This design comes from an exercise in tuning for small area on the open sky130 flow, not from production work. In this exercise RTL edits were held to simulation tests only and were not proved equivalent to the original. Power and IR drop assume default switching activity.

File: design/flow/design.v
`timescale 1ns / 1ps
module ongoru_nor2 (input a, input b, output y);
    assign y = ~(a | b);
endmodule
module ongoru_coz (
    input  [4:0]  idx,
    input         en,
    output [31:0] y
);
    wire [3:0] pa_n = ~(4'd1 << idx[1:0]);
    wire [7:0] pb_n = ~({8{en}} & (8'd1 << idx[4:2]));
    genvar k;
    generate for (k = 0; k < 32; k = k + 1) begin : r
        ongoru_nor2 u (.a(pa_n[k%4]), .b(pb_n[k/4]), .y(y[k]));
    end endgenerate
endmodule
module ongoru_coz_h (
    input  [4:0]  idx,
    input         en,
    input         all,
    output [31:0] y
);
    wire [3:0] pa_n = ~((4'd1 << idx[1:0]) | {4{all}});
    wire [7:0] pb_n = ~(({8{en}} & (8'd1 << idx[4:2])) | {8{all}});
    genvar k;
    generate for (k = 0; k < 32; k = k + 1) begin : r
        ongoru_nor2 u (.a(pa_n[k%4]), .b(pb_n[k/4]), .y(y[k]));
    end endgenerate
endmodule
module ongoru_aoi222 (
    input a1, input a2, input b1, input b2, input c1, input c2,
    output y
);
    assign y = ~((a1 & a2) | (b1 & b2) | (c1 & c2));
endmodule
module ongoru_aoi22 (
    input a1, input a2, input b1, input b2,
    output y
);
    assign y = ~((a1 & a2) | (b1 & b2));
endmodule
module ongoru_oku_bit (
    input  [31:0] d,
    input  [31:0] sel,
    output q
);
    wire [10:0] t;
    genvar g;
    generate for (g = 0; g < 10; g = g + 1) begin : a
        ongoru_aoi222 u (.a1(d[3*g]), .a2(sel[3*g]), .b1(d[3*g+1]), .b2(sel[3*g+1]),
                         .c1(d[3*g+2]), .c2(sel[3*g+2]), .y(t[g]));
    end endgenerate
    ongoru_aoi22 u_son (.a1(d[30]), .a2(sel[30]), .b1(d[31]), .b2(sel[31]), .y(t[10]));
    assign q = ~&t;
endmodule
module ongoru_hedef_bit (
    input  [31:0] d,
    input  [31:0] sel,
    input  j, input sj,
    input  h, input sh,
    output q
);
    wire [11:0] t;
    genvar g;
    generate for (g = 0; g < 10; g = g + 1) begin : a
        ongoru_aoi222 u (.a1(d[3*g]), .a2(sel[3*g]), .b1(d[3*g+1]), .b2(sel[3*g+1]),
                         .c1(d[3*g+2]), .c2(sel[3*g+2]), .y(t[g]));
    end endgenerate
    ongoru_aoi222 u_son (.a1(d[30]), .a2(sel[30]), .b1(d[31]), .b2(sel[31]), .c1(j), .c2(sj), .y(t[10]));
    assign t[11] = ~(h & sh);
    assign q = ~&t;
endmodule
module ongoru_hedef (
    input  [1023:0] d,
    input  [31:0]   sel,
    input  [31:0]   j, input sj,
    input  [31:0]   h, input sh,
    output [31:0]   q
);
    genvar b, k;
    generate for (b = 0; b < 32; b = b + 1) begin : bit_
        wire [31:0] col;
        for (k = 0; k < 32; k = k + 1) begin : c
            assign col[k] = d[k*32 + b];
        end
        ongoru_hedef_bit u (.d(col), .sel(sel), .j(j[b]), .sj(sj), .h(h[b]), .sh(sh), .q(q[b]));
    end endgenerate
endmodule
module ongoru_fa (input a, input b, input ci, output s, output co);
    assign s  = a ^ b ^ ci;
    assign co = (a & b) | (ci & (a ^ b));
endmodule
module ongoru_topla (input [31:0] a, input [31:0] b, output [31:0] s);
    wire [10:0] c;
    assign c[0] = 1'b0;
    genvar i;
    generate for (i = 0; i < 10; i = i + 1) begin : lo
        ongoru_fa u (.a(a[i]), .b(b[i]), .ci(c[i]), .s(s[i]), .co(c[i+1]));
    end endgenerate
    wire [9:0] c0, c1;
    wire [8:0] s0, s1;
    assign c0[0] = 1'b0;
    assign c1[0] = 1'b1;
    generate for (i = 0; i < 9; i = i + 1) begin : mid
        ongoru_fa u0 (.a(a[10+i]), .b(b[10+i]), .ci(c0[i]), .s(s0[i]), .co(c0[i+1]));
        ongoru_fa u1 (.a(a[10+i]), .b(b[10+i]), .ci(c1[i]), .s(s1[i]), .co(c1[i+1]));
    end endgenerate
    assign s[18:10] = c[10] ? s1 : s0;
    wire c19 = c[10] ? c1[9] : c0[9];
    wire x = b[19];
    wire [12:0] p1, p0;
    assign p1[0] = 1'b1;
    assign p0[0] = 1'b1;
    generate for (i = 0; i < 12; i = i + 1) begin : hi
        assign p1[i+1] = p1[i] & a[19+i];
        assign p0[i+1] = p0[i] & ~a[19+i];
        assign s[19+i] = a[19+i] ^ ((c19 & ~x & p1[i]) | (~c19 & x & p0[i]));
    end endgenerate
    wire c31 = x ? (c19 | ~p0[12]) : (c19 & p1[12]);
    assign s[31] = a[31] ^ b[31] ^ c31;
endmodule
module ongoru_oku #(parameter W = 33) (
    input  [32*W-1:0] d,
    input  [31:0]     sel,
    output [W-1:0]    q
);
    genvar b, k;
    generate for (b = 0; b < W; b = b + 1) begin : bit_
        wire [31:0] col;
        for (k = 0; k < 32; k = k + 1) begin : c
            assign col[k] = d[k*W + b];
        end
        ongoru_oku_bit u (.d(col), .sel(sel), .q(q[b]));
    end endgenerate
endmodule
module ongoru_yaz #(parameter W = 32, parameter N = 32) (
    input  [N*W-1:0] q,
    input  [W-1:0]   wd,
    input  [N-1:0]   en,
    input  [N-1:0]   hold,
    output reg [N*W-1:0] d
);
    integer k;
    always @* begin
        for (k = 0; k < N; k = k + 1)
            d[k*W +: W] = ({W{en[k]}} & wd) | ({W{hold[k]}} & q[k*W +: W]);
    end
endmodule
module dallanmaOngorucu(
input rst_g,
input clk_g,
input [31:0] i_buyruk_adresi,
input [31:0] i_buyruk,
input is_jr,
input is_branch,
input is_jalr,
input is_j,
input is_jal,
input is_comp,
output [31:0] o_atlanan_adres,
output o_buyruk_ongoru,
input guncelle_gecerli_g,
input [31:0] i_eski_buyruk,
input [31:0] i_eski_buyruk_adresi,
input i_buyruk_atladi,
input [31:0] i_atlanan_adres,
input i_ongoru_yanlis
    );
    reg [31:0] r_atlanan_adres;
    reg        r_buyruk_ongoru;
    assign o_atlanan_adres = r_atlanan_adres;
    assign o_buyruk_ongoru = r_buyruk_ongoru;
    reg [1023:0] btb_t;
    reg [63:0]   btb_c;
    reg [7:0] bht;
    reg [2:0] bht_pointer;
    wire [4:0] r_idx = ((is_branch && guncelle_gecerli_g) ? {bht[4:1], i_buyruk_atladi} : bht[4:0])
                       ^ i_buyruk_adresi[6:2];
    wire [31:0] p_sel;
    ongoru_coz u_coz_p (.idx(r_idx), .en(is_branch), .y(p_sel));
    wire rd_p;
    ongoru_oku #(.W(1)) u_oku_p (.d({btb_c[63], btb_c[61], btb_c[59], btb_c[57], btb_c[55], btb_c[53], btb_c[51], btb_c[49],
                                      btb_c[47], btb_c[45], btb_c[43], btb_c[41], btb_c[39], btb_c[37], btb_c[35], btb_c[33],
                                      btb_c[31], btb_c[29], btb_c[27], btb_c[25], btb_c[23], btb_c[21], btb_c[19], btb_c[17],
                                      btb_c[15], btb_c[13], btb_c[11], btb_c[9],  btb_c[7],  btb_c[5],  btb_c[3],  btb_c[1]}),
                                 .sel(p_sel), .q(rd_p));
    wire upd_br  = (i_eski_buyruk[6:0] == 7'b1100011) && guncelle_gecerli_g;
    wire upd_j   = ((i_eski_buyruk[6:0] == 7'b1100111) || (is_comp && (i_eski_buyruk[15:12] == 4'b1001)))
                   && i_ongoru_yanlis;
    wire upd_c   = upd_br && i_ongoru_yanlis;
    wire [7:0] bht_sh = is_branch ? {bht[6:0], rd_p} : bht;
    wire [15:0] bht_ext = {8'd0, bht};
    wire [4:1] bht_rwd = {bht_ext[bht_pointer+4], bht_ext[bht_pointer+3], bht_ext[bht_pointer+2], bht_ext[bht_pointer+1]};
    wire [7:0] bht_next = upd_c ? {bht_sh[7:5], bht_rwd, i_buyruk_atladi} : bht_sh;
    wire [15:0] bht_next_ext = {8'd0, bht_next};
    wire [4:0] w_idx = {i_eski_buyruk_adresi[4], bht_next_ext[bht_pointer +: 4] ^ i_eski_buyruk_adresi[3:0]};
    wire [2:0] bht_pointer_next = upd_br ? ((bht_pointer != 3'd0) ? (is_branch ? bht_pointer : bht_pointer - 3'd1) : 3'd0)
                                         : (is_branch ? bht_pointer + 3'd1 : bht_pointer);
    wire [31:0] en_c;
    ongoru_coz_h u_coz_c (.idx(w_idx), .en(upd_c), .all(rst_g), .y(en_c));
    wire [1:0] old_c;
    ongoru_oku #(.W(2)) u_oku_c (.d(btb_c), .sel(en_c), .q(old_c));
    wire [1:0] new_c = i_buyruk_atladi ? ((old_c == 2'b11) ? 2'b11 : old_c + 2'b01)
                                       : ((old_c == 2'b00) ? 2'b00 : old_c - 2'b01);
    wire [31:0] w_t    = i_ongoru_yanlis ? i_atlanan_adres : i_eski_buyruk_adresi;
    wire [1:0]  w_c    = rst_g ? 2'b11 : new_c;
    wire [31:0] en_t;
    ongoru_coz u_coz_t (.idx(w_idx), .en((upd_br | upd_j) & ~rst_g), .y(en_t));
    wire [31:0] hold_t = ~(en_t | {32{rst_g}});
    wire [1023:0] btb_t_d;
    wire [63:0]   btb_c_d;
    ongoru_yaz #(.W(32), .N(32)) u_yaz_t (.q(btb_t), .wd(w_t), .en(en_t), .hold(hold_t), .d(btb_t_d));
    ongoru_yaz #(.W(2),  .N(32)) u_yaz_c (.q(btb_c), .wd(w_c), .en(en_c), .hold(~en_c), .d(btb_c_d));
    always @(posedge clk_g) begin
        btb_t <= btb_t_d;
        btb_c <= btb_c_d;
    end
    wire [31:0] imm_jal = {{13{i_buyruk[31]}}, i_buyruk[19:12], i_buyruk[20], i_buyruk[30:21]};
    wire [31:0] imm_j   = {1'b0, {21{i_buyruk[11]}}, i_buyruk[4], i_buyruk[9:8], i_buyruk[10], i_buyruk[6], i_buyruk[7], i_buyruk[3:1], i_buyruk[5]};
    wire [31:0] jsum;
    ongoru_topla u_topla (.a(i_buyruk_adresi), .b(is_j ? imm_j : imm_jal), .s(jsum));
    wire s_jump = (is_j || is_jal) && !rst_g;
    wire s_tab  = (is_branch || is_jr || is_jalr) && !(is_j || is_jal) && !rst_g;
    wire s_hold = !(is_branch || is_jr || is_jalr || is_j || is_jal) && !rst_g;
    wire [31:0] t_sel;
    ongoru_coz u_coz_h (.idx(r_idx), .en(s_tab), .y(t_sel));
    wire [31:0] r_atlanan_adres_d;
    ongoru_hedef u_hedef (.d(btb_t), .sel(t_sel), .j(jsum), .sj(s_jump), .h(r_atlanan_adres), .sh(s_hold),
                          .q(r_atlanan_adres_d));
    always @(posedge clk_g) begin
        r_atlanan_adres <= r_atlanan_adres_d;
        if (rst_g) begin
            bht <= 8'd0;
            bht_pointer <= 3'd0;
            r_buyruk_ongoru <= 1'b0;
        end else begin
            bht <= bht_next;
            bht_pointer <= bht_pointer_next;
            if (is_branch)
                r_buyruk_ongoru <= rd_p;
        end
    end
endmodule
File: design/flow/flow/run.sh
#!/bin/bash
# Own layout flow: the standard synthesis unchanged, then the standard
# ORFS steps with a few extra settings:
#  - remove the buffers abc inserted (repair_design re-buffers what needs it)
#  - port buffers use the smallest buffer cell
#  - CTS with clkbuf_8 leaf clusters of at most 16 sinks and no dummy loads
set -euo pipefail
bash standard.sh synth > log_synth.txt 2>&1
bash standard.sh \
  REMOVE_ABC_BUFFERS=1 \
  "BUFFER_PORTS_ARGS=-buffer_cell sky130_fd_sc_hd__buf_1" \
  "CTS_ARGS=-sink_clustering_enable -repair_clock_nets -dont_use_dummy_load -buf_list {sky130_fd_sc_hd__clkbuf_8} -sink_clustering_size 16 -sink_clustering_max_diameter 60" \
  finish > log_finish.txt 2>&1
File: design/flow/standard.sh
#!/bin/bash
# synth_recipe.tcl (not shown) runs the flow's synth.tcl, then flattens the netlist and writes it again
# the make line also repeats each setting of config.mk as NAME=value (left out here)
make -C /OpenROAD-flow-scripts/flow DESIGN_CONFIG=/design/flow/config.mk WORK_HOME=/design/flow/orfs CLKGATE_MAP_FILE= SYNTH_SCRIPT=/design/flow/synth_recipe.tcl "${@:-finish}"
File: design/flow/config.mk
export PLATFORM = sky130hd
export DESIGN_NAME = dallanmaOngorucu
export DESIGN_NICKNAME = dallanmaOngorucu
export VERILOG_FILES = /design/flow/design.v
export SDC_FILE = /design/flow/constraint.sdc
export NUM_CORES = 4
export LEC_CHECK = 0
export CAP_MARGIN = 5
export CORE_MARGIN = 2
export CORE_UTILIZATION = 60
export SLEW_MARGIN = 5
export SYNTH_HIERARCHICAL = 1
File: design/flow/constraint.sdc
create_clock -name core_clock -period 10.0 [get_ports {clk_g}]
set_input_delay 2.0000 -clock core_clock [delete_from_list [all_inputs] [get_ports {clk_g}]]
set_output_delay 2.0000 -clock core_clock [all_outputs]
set_load 0.01 [all_outputs]
==> results of run 1 <==
[cells in the mapped netlist (all sizes together), types with 9 or more instances]
master / n / area (µm²)
a2111o: 32 / 360
xor2: 14 / 123
clkbuf: 12 / 45.0
nand3: 44 / 233
mux2i: 23 / 230
a31oi: 9 / 56.3
inv: 51 / 191
a21oi: 17 / 85.1
o21ai: 17 / 85.1
nand2b: 11 / 68.8
nand4b: 12 / 105
dfxtp: 1132 / 22700
mux2: 55 / 623
buf: 310 / 2850
or2: 10 / 65.1
a22o: 1089 / 9540
nor2: 181 / 679
a222oi: 382 / 3820
nand2: 22 / 82.6
fa: 28 / 561
nand4bb: 10 / 113
xnor2: 10 / 87.6
nand4: 76 / 475
[worst max path at each step]
stage	startpoint	endpoint	slack [ps]	cells after the start
final	is_j	r_atlanan_adres[24]	920	21
after global routing	is_j	r_atlanan_adres[24]	720	21
after CTS	is_j	r_atlanan_adres[29]	1060	21
after detailed placement	is_j	r_atlanan_adres[29]	310	21
after global placement	is_j	r_atlanan_adres[29]	400	21
after floorplan	is_j	r_atlanan_adres[28]	1400	20
[layout by cell type (no fill, tap or decap), types with 6 or more instances in the layout]
master and count:
xor2_1 14, a2111o_1 32, a222oi_1 382, nand4bb_1 10
diode_2 6, nand2_1 22, nand4b_1 12, a211oi_1 6
dfxtp_1 1132, mux2i_1 23, mux2_2 45, nand2b_1 11
mux2_1 9, inv_1 48, clkbuf_8 84, buf_4 107
nor2_4 24, nand3_1 43, o21ai_0 14, nor2b_1 6
nand4_1 76, xnor2_1 10, a21oi_1 17, a22o_1 1086
ha_1 6, nor2_2 73, a31oi_1 9, fa_1 28
nor2_1 84, buf_1 179
[where the power goes]
part	internal, µW	switching, µW	leakage [µW]
sequential	4580	71.0	0.00915
combinational	212	534	0.00695
clock	755	1430	0.000604
total	5550	2040	0.0167
[area by class of cell]
type                            count  area (µm²)  share of cell area
Sequential cell                  1132       22700               0.501
Multi-Input combinational cell   2123       18500               0.409
Timing Repair Buffer              288        1490              0.0329
Tap cell                          959        1200              0.0265
Clock buffer                       84        1160              0.0256
Inverter                           52         200             0.00443
Antenna cell                        6        15.0            0.000332
[layer usage]
| metal | vias to the layer above | GRT usage |
|---|---|---|
| met4 | 4 | 0.202 |
| li1 | 15000 | - |
| met5 | - | 0 |
| met3 | 443 | 0.0989 |
| met2 | 2581 | 0.605 |
| met1 | 18100 | 0.523 |
[tightest hold or removal path, stage by stage (launching register included)]
cell      delay [ps]
dfxtp_1          310
nand2b_1          60
a21oi_1           60
[Yosys stat by module, one instance, submodules excluded, a selection]
| module | area [µm²] | cells |
|---|---|---|
| dallanmaOngorucu | 24700 | 1445 |
| ongoru_topla | 554 | 65 |
| ongoru_coz_h | 106 | 19 |
| ongoru_coz | 98.8 | 12 |
| ongoru_hedef_bit | 28.8 | 4 |
| ongoru_oku_bit | 23.8 | 4 |
| ongoru_fa | 20.0 | 1 |
| ongoru_aoi22 | 12.5 | 1 |
| ongoru_aoi222 | 10.0 | 1 |
| ongoru_nor2 | 3.75 | 1 |
[stage by stage]
step	worst slack [ps]	total power, µW	util
after floorplan	1400	5120	-
final	918	7590	0.622
after global routing	722	7770	0.622
after detailed placement	308	5470	0.606
after global placement	404	5450	0.606
after CTS	1060	7550	0.621
[flip-flops by register name, indices dropped and copies added (netlist names)]
register and flops:
bht 8, bht_pointer 3, r_atlanan_adres 32, btb_t 1024
r_buyruk_ongoru 1, btb_c 64
[cell families (layout without fill, tap and decap cells)]
family	Yosys count	after routing	share of synthesized area
other	2	9	0.000171
flip-flops	1132	1132	0.517
multiplexers	78	78	0.0194
adder cells (fa/ha/maj)	34	34	0.0145
AND/OR/NAND/NOR	399	399	0.0475
buffers and inverters	374	424	0.0706
AO/OA/AOI/OAI	1585	1585	0.326
XOR/XNOR	24	24	0.00479
==> out/metrics.yaml, run 1 <==
detailed_routing:
  routed-wl-met2_um: 67400
  drt_iter0_drc: 6237
  met3_length_um: 18200
  drc: 0
  avgViaCountPerCell: 7.77
  wirelength_met1_um: 60000
  drt_first_pass_iters: 12
  vias: 36100
  postRouteAntennaNets: 0
  routedWlPerCell_um: 33.2
  routed.top_layer: "met5"
  drt-total-wl_um: 154000
logic_synthesis:
  synth_cell_types: 76
  async_reset_ff_frac: 0
  netlist_instances: 3628
  ys_ff_latch: 1132
  ys_warn_count: 9
  synth_flop_cell: "dfxtp_1"
  synth_edf_count: 0
  yosysSeqAreaShare: 0.517
  netlist_area_um2: 43900
  syn_avg_cell_area_um2: 12.1
timing:
  whs_ps: 478
  maxSlewViolCount: 0
  final.period_utilization: 0.908
  fmax_mhz: 110
  final.setup.tns_ps: 0
  max_slew_margin: 0.156
  hold_viol_final: 0
  worst_slew_pin_slew_ps: 1260
  post-route-min-period_ps: 9080
  setup_viol: 0
  skew_ps: 101
  rsz0062_at_grt: "false"
grt:
  grt_pass1_wl_um: 227000
  track_usage: 0.397
  grt_pass1_vias: 35100
  antenna_found_initial: 9
  overflow: 0
  grt_start_max_net_pins: 36
worst_setup_path:
  ff2ff_setup_slack_ps: 2590
  setup.worst_path.end_class: "flop"
  r2r-end: "btb_c[34]"
  reg2reg_from: "bht[1]"
  path_buf_inv: 1
  crit_top_cell: "fa_1"
  worst_setup_path_start_kind: "primary input"
  crit_type: "primary input to flop"
  critPathTopFamily: "adder cells"
  r2r_cells: 20
  cp.arrival_ps: 9690
  required_ps: 10610
  crit_slowest_cell: "fa_1"
  crit_chain: "buf_1 > mux2_2 > fa_1 > fa_1 > fa_1 > fa_1 > fa_1 > fa_1 > fa_1 > fa_1 > fa_1 > fa_1 > mux2i_1 > ha_1 > or4b_4 > or3_2 > o21ai_0 > xor2_1 > a222oi_1 > nand3_1 > a2111o_1"
  crit_fanout: 10
  max_stage_delay_ps: 590
floorplanning:
  die_area_um2: 75300
  dieWidth_um: 274
  core_area_um2: 72700
  pin_count: 204
  start_util: 0.603
  die_height_um: 274
  rows: 99
layout:
  nets: 3886
  layoutNonFillerInstCount: 4644
  syn_to_final_growth_pct: 3.03
  fill_cells: 5717
  drive_above_1_share: 0.0995
  design_area_um2: 45200
cts:
  cts_resized: 0
  post_cts_buffers: 0
  cts_tree: "done"
  clkTransAtPathRegs_ps: 100
  clock-root-buffer: "clkbuf_8"
  worstSkewPairLatency_ps: 740
  cts.sinks: 1132
  ctsHtreeMaxLevel: 3
  clockBufferDepth: 3
  numCtsBuffers: 84
  postCtsHoldBufs: 0
status:
  status: "timing/DRC/antenna clean"
pwr:
  p_leak_uw: 0.0167
  vdd_drop_max_v: 0.000144
  power_density_nw_per_um2: 168
hold_path:
  hold_depth: 2
  hold_class: "flop to flop"
  holdPathEnd: "r_buyruk_ongoru"
  hold_start: "r_buyruk_ongoru"
placement:
  numPortBuffers: 181
  placed_cell_area_um2: 44000
  routabilityCongestion: 0.888
  dp.cells: 4554
  dp_hpwl_um: 92500
flow_run:
  drv_cap: 0
==> inputs of run 2 (changes only) <==
--- a/design/flow/config.mk
+++ b/design/flow/config.mk
@@ -7,6 +7,6 @@
 export LEC_CHECK = 0
 export CAP_MARGIN = 5
 export CORE_MARGIN = 2
-export CORE_UTILIZATION = 60
+export CORE_UTILIZATION = 75
 export SLEW_MARGIN = 5
 export SYNTH_HIERARCHICAL = 1
==> run 2 against run 1 <==
- still clean on timing, DRC and antenna
- global-route usage rose by 7.9 points
- core utilization rose by 15 points
- via count rose by 1.7%
- critical path type unchanged
==> out/metrics.yaml, run 2 <==
timing:
  maxSlewViolCount: 0  # unchanged
  fmax_mhz: 112  # +1.5%
  post-route-min-period_ps: 8940  # -137 ps
  final.period_utilization: 0.894  # -0.0137
  setup_viol: 0  # unchanged
  skew_ps: 75.0  # -26.3 ps
  hold_viol_final: 0  # unchanged
  worst_slew_pin_slew_ps: 1220  # -44.8 ps
  rsz0062_at_grt: "false"
  final.setup.tns_ps: 0  # unchanged
  max_slew_margin: 0.188  # +0.0319
status:
  status: "timing/DRC/antenna clean"
worst_setup_path:
  crit_top_cell: "fa_1"
  cp.arrival_ps: 9530  # -160 ps
  max_stage_delay_ps: 590  # about the same
  r2r_cells: 24  # +20%
  crit_type: "primary input to flop"
  crit_slowest_cell: "fa_1"
  r2r-end: "btb_c[34]"
  ff2ff_setup_slack_ps: 2810  # +220 ps
  crit_fanout: 10  # unchanged
  setup.worst_path.end_class: "flop"
  required_ps: 10590  # -20 ps
  reg2reg_from: "bht[0]"
  crit_chain: "buf_1 > mux2_2 > fa_1 > fa_1 > fa_1 > fa_1 > fa_1 > fa_1 > fa_1 > fa_1 > fa_1 > fa_1 > mux2i_1 > ha_1 > or4b_4 > or2_4 > mux2i_1 > xor2_1 > a222oi_1 > nand3_1 > a2111o_1"
  worst_setup_path_start_kind: "primary input"
logic_synthesis:
  synth_area_leaders: "dfxtp_1, a22o_1, a222oi_1, buf_6, nor2_1"
  async_reset_ff_frac: 0  # unchanged
  synth_cell_types: 76  # unchanged
  yosysMostFrequentCell: "dfxtp_1"
  ys_ff_latch: 1132  # unchanged
  synth_edf_count: 0  # unchanged
  synth_flop_cell: "dfxtp_1"
  netlist_instances: 3628  # unchanged
  ys_warn_count: 9  # unchanged
  netlist_area_um2: 43900  # unchanged
  yosysSeqAreaShare: 0.517  # unchanged
  synth_top_area_cell: "dfxtp_1"
  yosys-top-cells-count: "dfxtp_1, a22o_1, a222oi_1"
  synth_top_area_share: 0.517  # unchanged
  syn_avg_cell_area_um2: 12.1  # unchanged
hold_path:
  holdPathEnd: "r_buyruk_ongoru"
  hold_class: "flop to flop"
  hold_depth: 2  # unchanged
  hold_start: "r_buyruk_ongoru"
detailed_routing:
  avgViaCountPerCell: 8.25  # +6.2%
  routedWlPerCell_um: 33.2  # about the same
  drt-total-wl_um: 148000  # -4.3%
  postRouteAntennaNets: 0  # unchanged
  drt_first_pass_iters: 14  # +2
  vias: 36700  # +1.7%
  drt_iter0_drc: 6731  # +7.9%
  drc: 0  # unchanged
pwr:
  vdd_drop_max_v: 0.000155  # +7.7%
  p_leak_uw: 0.0167  # about the same
  power_density_nw_per_um2: 168  # -0.20%
floorplanning:
  dieWidth_um: 246  # -10%
  die_height_um: 246  # -10%
  core_area_um2: 57800  # -20%
  start_util: 0.759  # +0.156
  pin_count: 204  # unchanged
  die_area_um2: 60400  # -20%
  rows: 88  # -11%
grt:
  antenna_found_initial: 3  # -6
  met2_usage: 0.703  # +0.0979
  track_usage: 0.476  # +0.0792
  grt.busiest_layer: "met2"
  overflow: 0  # unchanged
  grt_pass1_vias: 36500  # +3.9%
  grt_use_met1: 0.593  # +0.0701
  grt_start_max_net_pins: 40  # +11%
  grt_pass1_wl_um: 220000  # -3.0%
  grt_util_met3: 0.155  # +0.0559
placement:
  numPortBuffers: 181  # unchanged
  dp_hpwl_um: 87400  # -5.5%
  routabilityCongestion: 0.933  # +5.1%
  dp.cells: 4362  # -4.2%
cts:
  cts_resized: 0  # unchanged
  postCtsHoldBufs: 0  # unchanged
  numCtsBuffers: 81  # -3.6%
  clock-root-buffer: "clkbuf_8"
  clockBufferDepth: 3  # unchanged
  post_cts_buffers: 0  # unchanged
  cts_tree: "done"
  clkTransAtPathRegs_ps: 90  # about the same
  ctsHtreeMaxLevel: 3  # unchanged
  worstSkewPairLatency_ps: 740  # about the same
  cts.sinks: 1132  # unchanged
layout:
  final_cell_mix: "dfxtp_1, a22o_1, a222oi_1"
  biggestRegsByFlops: "btb_t: 1024 flops, btb_c: 64 flops, r_atlanan_adres: 32 flops"
  largest_register_ffs: 1024  # unchanged
  final_common_cell: "dfxtp_1"
  drive_above_1_share: 0.0990  # -0.000517
  syn_to_final_growth_pct: 2.26
  top_register: "btb_t"
  nets: 3885  # -0.026%
  layoutNonFillerInstCount: 4447  # -4.2%
  fill_cells: 3825  # -33%
flow_run:
  drv_cap: 0  # unchanged
==> run 2: cell counts after synthesis <==
Identical to the previous run, type by type.
==> run 2: cell families (layout without fill, tap and decap cells) <==
family	Yosys count	after routing	share of synthesized area
other	2	7	0.000171
flip-flops	1132	1132	0.517
multiplexers	78	78	0.0194
adder cells (fa/ha/maj)	34	34	0.0145
AND/OR/NAND/NOR	399	399	0.0475
XOR/XNOR	24	24	0.00479
AO/OA/AOI/OAI	1585	1585	0.326
buffers and inverters	374	423	0.0706
==> run 2: area by class of cell <==
cell class	count	area, µm²	share of cell area
flip-flops and latches	1132	22700	0.505
inverters	52	200	0.00446
diodes	4	10.0	0.000223
repair buffers	290	1500	0.0334
multi-input cells	2123	18400	0.411
clock buffers	81	1110	0.0248
well taps	765	957	0.0213
==> run 2: metal layers <==
layer	wire [µm]	up-vias
li1	-	15000
met2	62700	3174
met4	11000	4
met3	22600	668
met5	30	-
met1	51400	17800
==> run 2: worst max-delay path by stage <==
stage          start             endpoint  slack (ps)
2_1_floorplan   is_j  r_atlanan_adres[28]        1400
6_report        is_j  r_atlanan_adres[26]        1060
5_1_grt         is_j  r_atlanan_adres[29]         870
3_5_place_dp    is_j  r_atlanan_adres[29]         440
3_3_place_gp    is_j  r_atlanan_adres[28]         660
4_1_cts         is_j  r_atlanan_adres[29]        1180
==> run 2: stage by stage <==
stage	total power, µW	worst slack (ps)	cell area (µm²)	hold WS (ps)	utilization
3_5_place_dp	5450	440	43700	454	0.757
5_1_grt	7690	872	44900	490	0.776
6_report	7520	1060	44900	469	0.776
2_1_floorplan	5120	1400	41000	439	-
4_1_cts	7440	1180	44900	471	0.776
3_3_place_gp	5420	660	43700	451	0.757
==> run 2: critical path, delay by kind of cell <==
kind	cells	cell delay (ps)
adder cells (fa/ha/maj)	11	4480
AND/OR/NAND/NOR	3	1200
AO/OA/AOI/OAI	2	820
multiplexers	3	820
buffers and inverters	1	110
XOR/XNOR	1	100
==> run 2: report_power, final <==
group          total (µW)  switching [µW]  internal, µW
sequential           4660            70.7          4580
combinational         736             526           210
clock                2120            1400           729
total                7520            1990          5520
==> run 2: Yosys stat by module (local to each module, per instance), a selection <==
module	cells inside	flip-flops and latches	cell area [µm²]
ongoru_fa	1	0	20.0
ongoru_nor2	1	0	3.75
ongoru_coz	12	0	98.8
ongoru_aoi222	1	0	10.0
ongoru_aoi22	1	0	12.5
dallanmaOngorucu	1445	1132	24700
ongoru_coz_h	19	0	106
ongoru_oku_bit	4	0	23.8
ongoru_hedef_bit	4	0	28.8
ongoru_topla	65	0	554
==> inputs of run 3 (changes only) <==
==> design/flow/flow/run.sh (replaced) <==
#!/bin/bash
# Own layout flow: the standard synthesis unchanged, then the standard
# ORFS steps with a few extra settings:
#  - remove the buffers abc inserted (repair_design re-buffers what needs it)
#  - port buffers use the smallest buffer cell
#  - CTS with clkbuf_16 leaf clusters of at most 30 sinks and no dummy loads
set -euo pipefail
bash standard.sh synth > log_synth.txt 2>&1
bash standard.sh \
  REMOVE_ABC_BUFFERS=1 \
  "BUFFER_PORTS_ARGS=-buffer_cell sky130_fd_sc_hd__buf_1" \
  "CTS_ARGS=-sink_clustering_enable -repair_clock_nets -dont_use_dummy_load -buf_list {sky130_fd_sc_hd__clkbuf_16} -sink_clustering_size 30 -sink_clustering_max_diameter 60" \
  finish > log_finish.txt 2>&1
==> design/flow/config.mk (replaced) <==
export PLATFORM = sky130hd
export DESIGN_NAME = dallanmaOngorucu
export DESIGN_NICKNAME = dallanmaOngorucu
export VERILOG_FILES = /design/flow/design.v
export SDC_FILE = /design/flow/constraint.sdc
export NUM_CORES = 4
export LEC_CHECK = 0
export CAP_MARGIN = 20
export CORE_MARGIN = 2
export CORE_UTILIZATION = 70
export SLEW_MARGIN = 20
export SYNTH_HIERARCHICAL = 1
==> run 3 against run 2 <==
- die area is 7.0% higher
- synthesized cell count stayed put
- clock power is 12% higher
- clock skew is 34 ps higher
- worst setup slack worse by 270 ps
==> out/metrics.yaml, run 3 <==
placement:
  dp_hpwl_um: 90100  # +3.1%
  numPortBuffers: 181  # unchanged
  placed_cell_area_um2: 43900  # +0.30%
  routabilityCongestion: 0.956  # +2.5%
timing:
  max_slew_margin: 0.241  # +0.0530
  rsz0062_at_grt: "false"
  maxSlewViolCount: 0  # unchanged
  fmax_mhz: 109  # -2.9%
  worst_slew_pin_slew_ps: 1140  # -82.3 ps
  skew_ps: 109  # +34.2 ps
  final.setup.tns_ps: 0  # unchanged
  whs_ps: 476  # +7.40 ps
  hold_viol_final: 0  # unchanged
  final.period_utilization: 0.921  # +0.0269
  post-route-min-period_ps: 9210  # +269 ps
  setup_viol: 0  # unchanged
hold_path:
  hold_class: "flop to flop"
detailed_routing:
  avgViaCountPerCell: 8.13  # -1.4%
  vias: 36600  # -0.35%
  drt_iter0_drc: 6886  # +2.3%
  drt_first_pass_iters: 12  # -2
  drt-total-wl_um: 150000  # +1.7%
  postRouteAntennaNets: 0  # unchanged
  routedWlPerCell_um: 33.4  # +0.59%
  drc: 0  # unchanged
layout:
  final_cell_mix: "dfxtp_1, a22o_1, a222oi_1"
  fill_cells: 4358  # +14%
  top_register: "btb_t"
  multiInputGateArea_um2: 18500  # +0.27%
  final_common_cell: "dfxtp_1"
  syn_to_final_growth_pct: 3.21
  largest_register_ffs: 1024  # unchanged
  biggestRegsByFlops: "btb_t: 1024 flops, btb_c: 64 flops, r_atlanan_adres: 32 flops"
  design_area_um2: 45300  # +0.92%
  nets: 3860  # -0.64%
  drive_above_1_share: 0.0933  # -0.00562
  seq_area_um2: 22700  # unchanged
floorplanning:
  die_height_um: 254  # +3.5%
  start_util: 0.710  # -0.0494
  die_area_um2: 64700  # +7.0%
  core_area_um2: 61800  # +7.0%
  dieWidth_um: 254  # +3.5%
  rows: 91  # +3.4%
  pin_count: 204  # unchanged
cts:
  clockBufferDepth: 3  # unchanged
  postCtsHoldBufs: 0  # unchanged
  ctsHtreeMaxLevel: 2  # -1
  numCtsBuffers: 55  # -32%
  post_cts_buffers: 0  # unchanged
  clkTransAtPathRegs_ps: 100  # about the same
  cts.sinks: 1132  # unchanged
  clock-root-buffer: "clkbuf_16"
  worstSkewPairLatency_ps: 690  # -50 ps
  cts_tree: "done"
  cts_resized: 0  # unchanged
worst_setup_path:
  crit_fanout: 10  # unchanged
  setup.worst_path.end_class: "flop"
  crit_chain: "buf_1 > mux2_2 > fa_1 > fa_1 > fa_1 > fa_1 > fa_1 > fa_1 > fa_1 > fa_1 > fa_1 > fa_1 > mux2i_1 > ha_1 > or4b_4 > or2_4 > a2bb2oi_1 > xnor2_1 > a222oi_1 > nand3_1 > a2111o_1"
  cp.arrival_ps: 9770  # +240 ps
  required_ps: 10560  # -30 ps
  crit_type: "primary input to flop"
  crit_top_cell: "fa_1"
  worst_setup_path_start_kind: "primary input"
  crit_slowest_cell: "mux2i_1"
  max_stage_delay_ps: 620  # +30 ps
logic_synthesis:
  netlist_instances: 3628  # unchanged
  synth_top_area_cell: "dfxtp_1"
  synth_cell_types: 76  # unchanged
  ys_ff_latch: 1132  # unchanged
  yosysSeqAreaShare: 0.517  # unchanged
  async_reset_ff_frac: 0  # unchanged
  syn_avg_cell_area_um2: 12.1  # unchanged
  synth_flop_cell: "dfxtp_1"
  netlist_area_um2: 43900  # unchanged
  synth_edf_count: 0  # unchanged
  synth_area_leaders: "dfxtp_1, a22o_1, a222oi_1, buf_6, nor2_1"
  yosysMostFrequentCell: "dfxtp_1"
  ys_warn_count: 9  # unchanged
  yosys-top-cells-count: "dfxtp_1, a22o_1, a222oi_1"
  synth_top_area_share: 0.517  # unchanged
flow_run:
  drv_cap: 0  # unchanged
pwr:
  vdd_drop_max_v: 0.000169  # +8.9%
  power_density_nw_per_um2: 172  # +2.5%
  p_leak_uw: 0.0168  # +0.62%
grt:
  track_usage: 0.450  # -0.0261
  grt_pass1_wl_um: 222000  # +0.62%
  grt_start_max_net_pins: 34  # -15%
  grt_pass1_vias: 35700  # -2.2%
  overflow: 0  # unchanged
  antenna_found_initial: 7  # +4
status:
  status: "timing/DRC/antenna clean"
==> run 3: modules after synthesis, one instance, submodules excluded, excerpt <==
module | cells | cell area, µm² | times used
dallanmaOngorucu | 1445 | 24700 | 1
ongoru_topla | 65 | 554 | 1
ongoru_coz_h | 19 | 106 | 1
ongoru_coz | 12 | 98.8 | 3
ongoru_hedef_bit | 4 | 28.8 | 32
ongoru_oku_bit | 4 | 23.8 | 3
ongoru_fa | 1 | 20.0 | 28
ongoru_aoi22 | 1 | 12.5 | 3
ongoru_aoi222 | 1 | 10.0 | 382
ongoru_nor2 | 1 | 3.75 | 128
==> run 3: path summary, 6_finish.rpt <==
kind | from | end | slack, ps | depth (start not counted)
setup / recovery | is_j | r_atlanan_adres[29] | 790 | 21
hold / removal | btb_c[14] | btb_c[14] | 480 | 1
setup reg to reg | bht[0] | btb_c[10] | 2550 | 24
hold reg to reg | btb_c[14] | btb_c[14] | 480 | 1
==> run 3: per-stage QoR <==
stage / instances / util / setup WS (ps) / power [µW]
floorplan: 3307 / - / 1400 / 5120
CTS: 4490 / 0.732 / 1010 / 7720
finish: 4496 / 0.732 / 787 / 7770
global route: 4494 / 0.732 / 644 / 7940
detailed placement: 4435 / 0.710 / 338 / 5460
global placement: 4435 / 0.710 / 539 / 5430
==> run 3: cells by family after synthesis <==
group	after synthesis	share of synthesized area
AO/OA/AOI/OAI	1585	0.326
XOR/XNOR	24	0.00479
adder cells (fa/ha/maj)	34	0.0145
buffers and inverters	374	0.0706
flip-flops	1132	0.517
multiplexers	78	0.0194
other	2	0.000171
AND/OR/NAND/NOR	399	0.0475
==> run 3: final cells by class <==
class,instances,share of cell area
flip-flops and latches,1132,0.500
multi-input cells,2123,0.408
repair buffers,291,0.0333
clock buffers,55,0.0304
well taps,837,0.0231
inverters,52,0.00442
diodes,6,0.000332
==> run 3: layer usage <==
metal  vias up  share of wire  track usage
met4         6          0.073        0.302
li1      15000              -            -
met1     17800           0.36        0.569
met3       662           0.14        0.127
met2      3163           0.43        0.672
met5         -        0.00024            0
==> run 3: worst max-delay path, delay by kind of cell <==
family	cells	cell delay (ps)
adders and majority gates	11	4590
AOI/OAI and AO/OA	3	880
and+or+nand+nor	3	1050
muxes	2	980
buffers and inverters	1	100
xor gates and xnor gates	1	150
==> run 3: power breakdown <==
group          internal (µW)  switching, µW
registers               4580           64.8
clock network            979           1400
logic                    211            532
total                   5770           2000

-- separate check: timing with driven ports --
The flow's constraints put no driver on any port. The routed layouts listed below were extracted and timed again, unchanged, in two steps.
Step 1, drivers: a clkbuf_16 drives clk_g and a buf_2 each remaining input, both assumed.
Step 2, shift: input delay + t, output delay - t, t = (earliest + latest rising clock arrival at the registers) / 2. This alone moves slack from input paths to output paths.
Three values: ideal ports, drivers, drivers and shift; two values: the first two.
run	t, ns	slack for setup (ns)	worst hold slack (ns)	worst register clock-pin slew, ns	cell pins on the clock port's net
run 1	0.758	0.918 / 0.957 / 0.199	0.478 / 0.478 / 0.478	0.11 / 0.11	1
run 2	0.770	1.056 / 1.083 / 0.312	0.469 / 0.469 / 0.469	0.10 / 0.10	1
run 3	0.704	0.787 / 0.829 / 0.125	0.476 / 0.476 / 0.476	0.12 / 0.12	1
After both steps every run listed still meets setup and hold. The setup slack of run 2, which loses most, moves by +0.027 ns with the drivers and by -0.744 ns with both steps.
